This design comes from an exercise in tuning for small area and a short achievable clock period on the open sky130 flow, not from production work.
Power and IR drop assume default switching activity. The clock port is modelled as an ideal driver; clocking choices that lean on that would not hold on a real chip.

==> flow/design.v <==
`timescale 1ns / 1ps
module ambilight (
    input clk,           
    input rst,           
    input [23:0] rbg,    
    input vde,           
    input vsync,         
    output led_data      
    );
    localparam N = 39;           
    localparam W = 14;           
    function automatic [13:0] radd(input [13:0] a, input [13:0] b);
      integer i;
      reg c;
      begin
        c = 1'b0;
        for (i = 0; i < 14; i = i + 1) begin
          radd[i] = a[i] ^ b[i] ^ c;
          c = (a[i] & b[i]) | (a[i] & c) | (b[i] & c);
        end
      end
    endfunction
    reg rst_r;                   
    always @(posedge clk) rst_r <= rst;
    reg d_vsync, d_valid;
    reg [6:0] hs, vs;
    reg [4:0] hp;
    reg [3:0] vp;
    wire rise = vsync & ~d_vsync;
    wire fall = ~vsync & d_vsync;
    wire lend = d_valid & ~vde;
    wire [6:0] hsb = rst_r ? 7'd0 : hs;
    wire [4:0] hpb = rst_r ? 5'd0 : hp;
    wire [6:0] vsb = rst_r ? 7'd0 : vs;
    wire [3:0] vpb = rst_r ? 4'd0 : vp;
    wire [6:0] hs_inc = (hsb == 100) ? 7'd0 : hsb + 1'b1;
    wire [4:0] hp_inc = (hsb == 100 && hpb != 19) ? hpb + 1'b1 : hpb;
    wire [6:0] vs_inc = (vsb == 97) ? 7'd0 : vsb + 1'b1;
    wire [3:0] vp_inc = (vsb == 97 && vpb != 11) ? vpb + 1'b1 : vpb;
    always @(posedge clk) begin
      d_vsync <= vsync & ~rst;
      d_valid <= vde & ~rst;
      if (vde) begin
        hs <= hs_inc; hp <= hp_inc;
      end else if (d_valid) begin
        hs <= 0; hp <= 0;
      end else begin
        hs <= hsb; hp <= hpb;
      end
      if (lend) begin
        vs <= vs_inc; vp <= vp_inc;
      end else if (rise) begin
        vs <= 0; vp <= 0;
      end else begin
        vs <= vsb; vp <= vpb;
      end
    end
    wire [6:0] dvl = (vs > 51) ? vs - 7'd51 : 7'd51 - vs;
    wire [6:0] dvr = (vs > 49) ? vs - 7'd49 : 7'd49 - vs;
    wire [6:0] dht = (hs > 50) ? hs - 7'd50 : 7'd50 - hs;
    wire [6:0] dhr = 7'd101 - hs;
    wire in_l = (hp == 0) && (vp <= 10) && (hs < 8) && (dvl < 8) && (hs + dvl < 8);
    wire in_t = (vp == 0) && (hp != 0) && (hp <= 18) && (dht < 8) && (vs < 8) && (dht + vs < 8);
    wire in_r = (hp == 18) && (vp != 0) && (vp <= 10) && (dhr < 8) && (dvr < 8) && (dhr + dvr < 8);
    wire in_any = in_l | in_t | in_r;
    wire [5:0] led1 = in_l ? 6'd10 - vp : in_t ? 6'd10 + hp : 6'd28 + vp;
    reg pv;
    reg [5:0] pled;
    reg [23:0] pix;      
    always @(posedge clk) begin
      pv <= vde & ~rst & ~rst_r & in_any;
      pled <= led1;
      pix <= {rbg[7:0], rbg[23:16], rbg[15:8]};
    end
    reg clr_r;                       
    always @(posedge clk) clr_r <= rst | fall;
    reg [5:0] pos;                   
    reg [5:0] cc;                    
    reg [3*W*N-1:0] ring;            
    wire [3*W-1:0] rin = ring[3*W*N-1 -: 3*W];
    reg st_r;                        
    wire stale = st_r | clr_r;
    wire [5:0] pos_n = (rst_r || pos == N-1) ? 6'd0 : pos + 1'b1;
    wire [5:0] cc_n = clr_r ? 6'd1 : (cc == N) ? cc : cc + 1'b1;
    reg av, bv;
    reg [5:0] aled, bled;
    reg [3*W-1:0] asum;              
    reg [32:0] bsum;                 
    reg ma_r, mb_r;                  
    wire ma = ma_r & ~clr_r;
    wire mb = mb_r & ~clr_r;
    wire [3*W-1:0] bsum_w = {3'b0, bsum[32:22], 3'b0, bsum[21:11], 3'b0, bsum[10:0]};
    wire [3*W-1:0] xadd = ma ? asum : mb ? bsum_w : {3*W{1'b0}};
    wire [3*W-1:0] rbase = stale ? {3*W{1'b0}} : rin;
    wire [3*W-1:0] hsum;
    assign hsum[3*W-1 -: W] = radd(rbase[3*W-1 -: W], xadd[3*W-1 -: W]);
    assign hsum[2*W-1 -: W] = radd(rbase[2*W-1 -: W], xadd[2*W-1 -: W]);
    assign hsum[W-1 -: W] = radd(rbase[W-1 -: W], xadd[W-1 -: W]);
    wire a_same = av && (aled == pled) && !clr_r;
    wire akeep = pv ? (a_same && !ma) : 1'b1;
    wire [3*W-1:0] abase = akeep ? asum : {3*W{1'b0}};
    wire [23:0] apix = pv ? pix : 24'd0;
    wire [3*W-1:0] anew;
    assign anew[3*W-1 -: W] = radd(abase[3*W-1 -: W], {6'd0, apix[23:16]});
    assign anew[2*W-1 -: W] = radd(abase[2*W-1 -: W], {6'd0, apix[15:8]});
    assign anew[W-1 -: W] = radd(abase[W-1 -: W], {6'd0, apix[7:0]});
    wire move = !clr_r && pv && !a_same && av && !ma;      
    wire av_n = pv | (~clr_r & av & ~ma);
    wire [5:0] aled_n = (pv | clr_r) ? pled : aled;
    wire bv_n = ~clr_r & (move | (bv & ~mb));
    wire [5:0] bled_n = move ? aled : bled;
    always @(posedge clk) begin
      pos <= pos_n;
      cc <= cc_n;
      st_r <= (cc_n != N);
      ma_r <= av_n & (aled_n == pos_n);
      mb_r <= bv_n & (bled_n == pos_n);
      ring <= {ring[3*W*(N-1)-1:0], hsum};
      av <= av_n;
      bv <= bv_n;
      asum <= anew;
      if (pv | clr_r) aled <= pled;
      if (move) begin
        bled <= aled;
        bsum <= {asum[3*W-4 -: 11], asum[2*W-4 -: 11], asum[W-4 -: 11]};
      end
    end
    reg [5:0] out_cnt;
    reg rdy;
    reg load_r;
    wire ready = (out_cnt == N) & rdy;
    always @(posedge clk) load_r <= rise & ~rst & (ready | rst_r);
    reg fact;                        
    reg [5:0] fd;                    
    reg [5:0] fcc;                   
    reg fst;                         
    reg flast_r;                     
    reg sav, sbv;
    reg [5:0] saled;
    reg [3*W-1:0] sasum;
    reg sma_r, smb_r;                
    wire fnow = load_r | fact;
    wire [3*W-1:0] sxadd = sma_r ? sasum : smb_r ? bsum_w : {3*W{1'b0}};
    wire [3*W-1:0] sbase = fst ? {3*W{1'b0}} : rin;
    wire [3*W-1:0] fsum;
    assign fsum[3*W-1 -: W] = radd(sbase[3*W-1 -: W], sxadd[3*W-1 -: W]);
    assign fsum[2*W-1 -: W] = radd(sbase[2*W-1 -: W], sxadd[2*W-1 -: W]);
    assign fsum[W-1 -: W] = radd(sbase[W-1 -: W], sxadd[W-1 -: W]);
    wire [23:0] fval = {fsum[3*W-1 -: 8], fsum[2*W-1 -: 8], fsum[W-1 -: 8]};
    reg [24*N-1:0] oring;            
    reg hit;                         
    wire [5:0] fcc_n = fnow ? ((fcc == N) ? fcc : fcc + 1'b1) : cc_n;
    wire flast_n = fact & (fd == 1);
    wire sav_n = fnow ? sav : av & ~clr_r;
    wire [5:0] saled_n = fnow ? saled : aled;
    wire sbv_n = fnow ? sbv : bv & ~clr_r;
    always @(posedge clk) begin
      if (rst_r) begin
        fact <= 1'b0;
      end else if (load_r) begin
        fact <= 1'b1; fd <= N-2;
      end else if (fact) begin
        if (fd == 0) fact <= 1'b0;
        fd <= fd - 1'b1;
      end
      fcc <= fcc_n;
      fst <= (fcc_n != N) & ~flast_n;
      flast_r <= flast_n;
      sav <= sav_n; sbv <= sbv_n; saled <= saled_n;
      if (!fnow) sasum <= asum;
      sma_r <= sav_n & (saled_n == pos_n) & ~flast_n;
      smb_r <= sbv_n & (bled == pos_n) & ~flast_n;
      oring <= {oring[24*(N-1)-1:0], fnow ? fval : oring[24*N-1 -: 24]};
      hit <= (pos == cur_led);
    end
    reg trig, t_valid_reg, t_valid, nxt_reg, nxt_s;
    reg [5:0] avg_led;
    wire d_trig_w;
    wire nxt_out_w;
    always @(posedge clk) begin
      if (rst_r) begin
        {t_valid, t_valid_reg} <= 2'b00;
        {nxt_s, nxt_reg} <= 2'b11;
      end else begin
        {t_valid, t_valid_reg} <= {t_valid_reg, d_trig_w};
        {nxt_s, nxt_reg} <= {nxt_reg, nxt_out_w};
      end
      if (rst_r) begin
        out_cnt <= N;
        trig <= 1'b0;
      end else if (load_r) begin
        out_cnt <= 0;
        avg_led <= 0;
        if (nxt_s) trig <= 1'b1;
      end else if (out_cnt < N) begin
        avg_led <= out_cnt;
        if (nxt_s) trig <= 1'b1;
        if (t_valid && trig) begin
          trig <= 1'b0;
          out_cnt <= out_cnt + 1'b1;
        end
      end else
        out_cnt <= N;
    end
    localparam IDLE=3'd0, TRANS=3'd1, TRANSX=3'd2, UPDATE=3'd4, FIN=3'd5;
    reg [2:0] state;
    reg [15:0] counter;
    reg chg;
    reg i_out;
    reg dg_trig_reg, dg_trig, d_trig;
    reg [4:0] idx;
    reg [5:0] buf_led, cur_led;
    reg cur_bit;
    reg buf_up;
    reg nxt;
    reg [2:0] state_n;
    reg i_next;
    assign led_data = i_out;
    assign d_trig_w = d_trig;
    assign nxt_out_w = nxt & ~d_trig;
    always @(*) rdy = (state == IDLE);
    wire capture = ~d_trig & dg_trig & (nxt | rdy);
    always @(posedge clk) begin
      if (rst_r) {dg_trig, dg_trig_reg} <= 2'b00;
      else {dg_trig, dg_trig_reg} <= {dg_trig_reg, trig};
      if (rst_r) nxt <= 1'b1;
      else if (capture) begin
        buf_led <= avg_led;
        nxt <= 1'b0;
      end else if (buf_up) nxt <= 1'b1;
      if (rst_r) d_trig <= 1'b0;
      else d_trig <= dg_trig;
      if (hit) cur_bit <= oring[idx];
    end
    always @(*) begin
      state_n = state;
      if (rst_r) state_n = IDLE;
      else case (state)
        IDLE:   if (!nxt) state_n = TRANS;
        TRANS:  state_n = TRANSX;
        TRANSX: if (counter >= 16'd182 + cur_bit) state_n = UPDATE;
        UPDATE: if (idx == 0) begin
                  if (!nxt) state_n = TRANS;
                  else if (counter > 16'd3713) state_n = FIN;
                end else state_n = TRANS;
        FIN:    if (counter > 16'd55687) state_n = IDLE;
        default: ;
      endcase
    end
    always @(*) begin
      i_next = 1'b0;
      if (!rst_r && state == TRANSX)
        i_next = (counter < 16'd59) | ((counter < 16'd119) & cur_bit);
    end
    always @(posedge clk) begin
      counter <= chg ? 16'd0 : counter + 1'b1;
      chg <= (state_n != state);
      state <= state_n;
      i_out <= i_next & ~rst;
      buf_up <= 1'b0;
      if (rst_r) begin
        idx <= 5'd23;
      end else begin
        case (state)
          IDLE: begin
            if (!nxt) begin
              cur_led <= buf_led; buf_up <= 1'b1; idx <= 5'd23;
            end
          end
          UPDATE: begin
            if (idx == 0) begin
              if (!nxt) begin
                idx <= 5'd23; cur_led <= buf_led; buf_up <= 1'b1;
              end
            end else idx <= idx - 1'b1;
          end
          FIN: buf_up <= 1'b1;
          default: ;
        endcase
      end
    end
endmodule
clock: 20.0 ns
lec_check: 0
cap_margin: 40
core_margin: 2
core_utilization: 40
slew_margin: 40
standard.sh (not shown) runs the stock make flow with config.mk's settings and CLKGATE_MAP_FILE= SYNTH_SCRIPT=/design/flow/synth_recipe.tcl, a recipe that flattens the netlist after the stock synthesis.
==> flow/flow/run.sh <==
#!/bin/bash
bash standard.sh "BUFFER_PORTS_ARGS=-buffer_cell sky130_fd_sc_hd__buf_4" "CTS_ARGS=-sink_clustering_enable -repair_clock_nets -sink_clustering_size 36 -sink_clustering_max_diameter 80 -buf_list sky130_fd_sc_hd__clkbuf_16 -dont_use_dummy_load" finish > standard.log 2>&1
Then changed:
--- a/flow/design.v
+++ b/flow/design.v
@@ -10,15 +10,4 @@
     localparam N = 39;           
     localparam W = 14;           
-    function automatic [13:0] radd(input [13:0] a, input [13:0] b);
-      integer i;
-      reg c;
-      begin
-        c = 1'b0;
-        for (i = 0; i < 14; i = i + 1) begin
-          radd[i] = a[i] ^ b[i] ^ c;
-          c = (a[i] & b[i]) | (a[i] & c) | (b[i] & c);
-        end
-      end
-    endfunction
     reg rst_r;                   
     always @(posedge clk) rst_r <= rst;
@@ -56,13 +45,16 @@
       end
     end
-    wire [6:0] dvl = (vs > 51) ? vs - 7'd51 : 7'd51 - vs;
-    wire [6:0] dvr = (vs > 49) ? vs - 7'd49 : 7'd49 - vs;
-    wire [6:0] dht = (hs > 50) ? hs - 7'd50 : 7'd50 - hs;
-    wire [6:0] dhr = 7'd101 - hs;
-    wire in_l = (hp == 0) && (vp <= 10) && (hs < 8) && (dvl < 8) && (hs + dvl < 8);
-    wire in_t = (vp == 0) && (hp != 0) && (hp <= 18) && (dht < 8) && (vs < 8) && (dht + vs < 8);
-    wire in_r = (hp == 18) && (vp != 0) && (vp <= 10) && (dhr < 8) && (dvr < 8) && (dhr + dvr < 8);
-    wire in_any = in_l | in_t | in_r;
-    wire [5:0] led1 = in_l ? 6'd10 - vp : in_t ? 6'd10 + hp : 6'd28 + vp;
+    wire reg_l = (hp == 0) & (vp <= 10);
+    wire reg_t = (vp == 0) & (hp != 0) & (hp <= 18);
+    wire reg_r = (hp == 18) & (vp != 0) & (vp <= 10);
+    wire [6:0] cx = reg_l ? 7'd0 : reg_t ? 7'd50 : 7'd101;
+    wire [6:0] cy = reg_l ? 7'd51 : reg_t ? 7'd0 : 7'd49;
+    wire [7:0] ex = {1'b0, hs} - {1'b0, cx};
+    wire [7:0] ey = {1'b0, vs} - {1'b0, cy};
+    wire [6:0] dx = ex[7] ? -ex[6:0] : ex[6:0];
+    wire [6:0] dy = ey[7] ? -ey[6:0] : ey[6:0];
+    wire [3:0] dsum = dx[2:0] + dy[2:0];
+    wire in_any = (reg_l | reg_t | reg_r) & (dx[6:3] == 0) & (dy[6:3] == 0) & ~dsum[3];
+    wire [5:0] led1 = reg_l ? 6'd10 - vp : reg_t ? 6'd10 + hp : 6'd28 + vp;
     reg pv;
     reg [5:0] pled;
@@ -94,7 +86,7 @@
     wire [3*W-1:0] rbase = stale ? {3*W{1'b0}} : rin;
     wire [3*W-1:0] hsum;
-    assign hsum[3*W-1 -: W] = radd(rbase[3*W-1 -: W], xadd[3*W-1 -: W]);
-    assign hsum[2*W-1 -: W] = radd(rbase[2*W-1 -: W], xadd[2*W-1 -: W]);
-    assign hsum[W-1 -: W] = radd(rbase[W-1 -: W], xadd[W-1 -: W]);
+    assign hsum[3*W-1 -: W] = rbase[3*W-1 -: W] + xadd[3*W-1 -: W];
+    assign hsum[2*W-1 -: W] = rbase[2*W-1 -: W] + xadd[2*W-1 -: W];
+    assign hsum[W-1 -: W]   = rbase[W-1 -: W]   + xadd[W-1 -: W];
     wire a_same = av && (aled == pled) && !clr_r;
     wire akeep = pv ? (a_same && !ma) : 1'b1;
@@ -102,7 +94,7 @@
     wire [23:0] apix = pv ? pix : 24'd0;
     wire [3*W-1:0] anew;
-    assign anew[3*W-1 -: W] = radd(abase[3*W-1 -: W], {6'd0, apix[23:16]});
-    assign anew[2*W-1 -: W] = radd(abase[2*W-1 -: W], {6'd0, apix[15:8]});
-    assign anew[W-1 -: W] = radd(abase[W-1 -: W], {6'd0, apix[7:0]});
+    assign anew[3*W-1 -: W] = abase[3*W-1 -: W] + apix[23:16];
+    assign anew[2*W-1 -: W] = abase[2*W-1 -: W] + apix[15:8];
+    assign anew[W-1 -: W]   = abase[W-1 -: W]   + apix[7:0];
     wire move = !clr_r && pv && !a_same && av && !ma;      
     wire av_n = pv | (~clr_r & av & ~ma);
@@ -144,7 +136,7 @@
     wire [3*W-1:0] sbase = fst ? {3*W{1'b0}} : rin;
     wire [3*W-1:0] fsum;
-    assign fsum[3*W-1 -: W] = radd(sbase[3*W-1 -: W], sxadd[3*W-1 -: W]);
-    assign fsum[2*W-1 -: W] = radd(sbase[2*W-1 -: W], sxadd[2*W-1 -: W]);
-    assign fsum[W-1 -: W] = radd(sbase[W-1 -: W], sxadd[W-1 -: W]);
+    assign fsum[3*W-1 -: W] = sbase[3*W-1 -: W] + sxadd[3*W-1 -: W];
+    assign fsum[2*W-1 -: W] = sbase[2*W-1 -: W] + sxadd[2*W-1 -: W];
+    assign fsum[W-1 -: W]   = sbase[W-1 -: W]   + sxadd[W-1 -: W];
     wire [23:0] fval = {fsum[3*W-1 -: 8], fsum[2*W-1 -: 8], fsum[W-1 -: 8]};
     reg [24*N-1:0] oring;            
=> Clock skew increases by 30 ps; worst setup slack gets better by 1200 ps; first-iteration DRC count came out higher slightly; cell count went up by a few percent; critical path depth drops by 18; hold slack gets worse by 76 ps; power grows by a few percent; count of clock-buffer cells in the layout climbs by 10; register-to-register slack improves by 1600 ps; via count rises by a little under a tenth; utilization climbs by 0.26 points.
No functional check of the RTL was part of any run of this note.

port drivers added, routing unchanged:
The results above use ideal ports. As a check the final layouts listed here were re-extracted and re-timed, cells and wires unchanged.
Step 1: set_driving_cell puts a clkbuf_16 on clk and a buf_2 on each other input, an assumption about the parent block.
Step 2 adds t to the input delays and takes it off the output delays; t is the mean of the earliest and latest rising clock arrival at the registers after step 1. Input paths then give back, and output paths get back, about the clock's delay inside the block.
Three values: no drivers, after step 1, after step 2; two values: the first two.
run	shift t [ns]	setup slack, ns	worst hold slack (ns)	slew at the worst register clock pin (ns)	worst data-port slew with drivers (ns)
the first run	0.752	13.725 / 13.725 / 13.725	0.276 / 0.276 / 0.276	0.12 / 0.12	0.06
the second run	0.781	14.889 / 14.817 / 14.363	0.200 / 0.200 / 0.200	0.12 / 0.12	0.04
After both steps setup and hold are still met in every run listed. For the second run, which loses most, drivers alone change the setup slack by -0.072 ns; drivers and shift together by -0.526 ns.
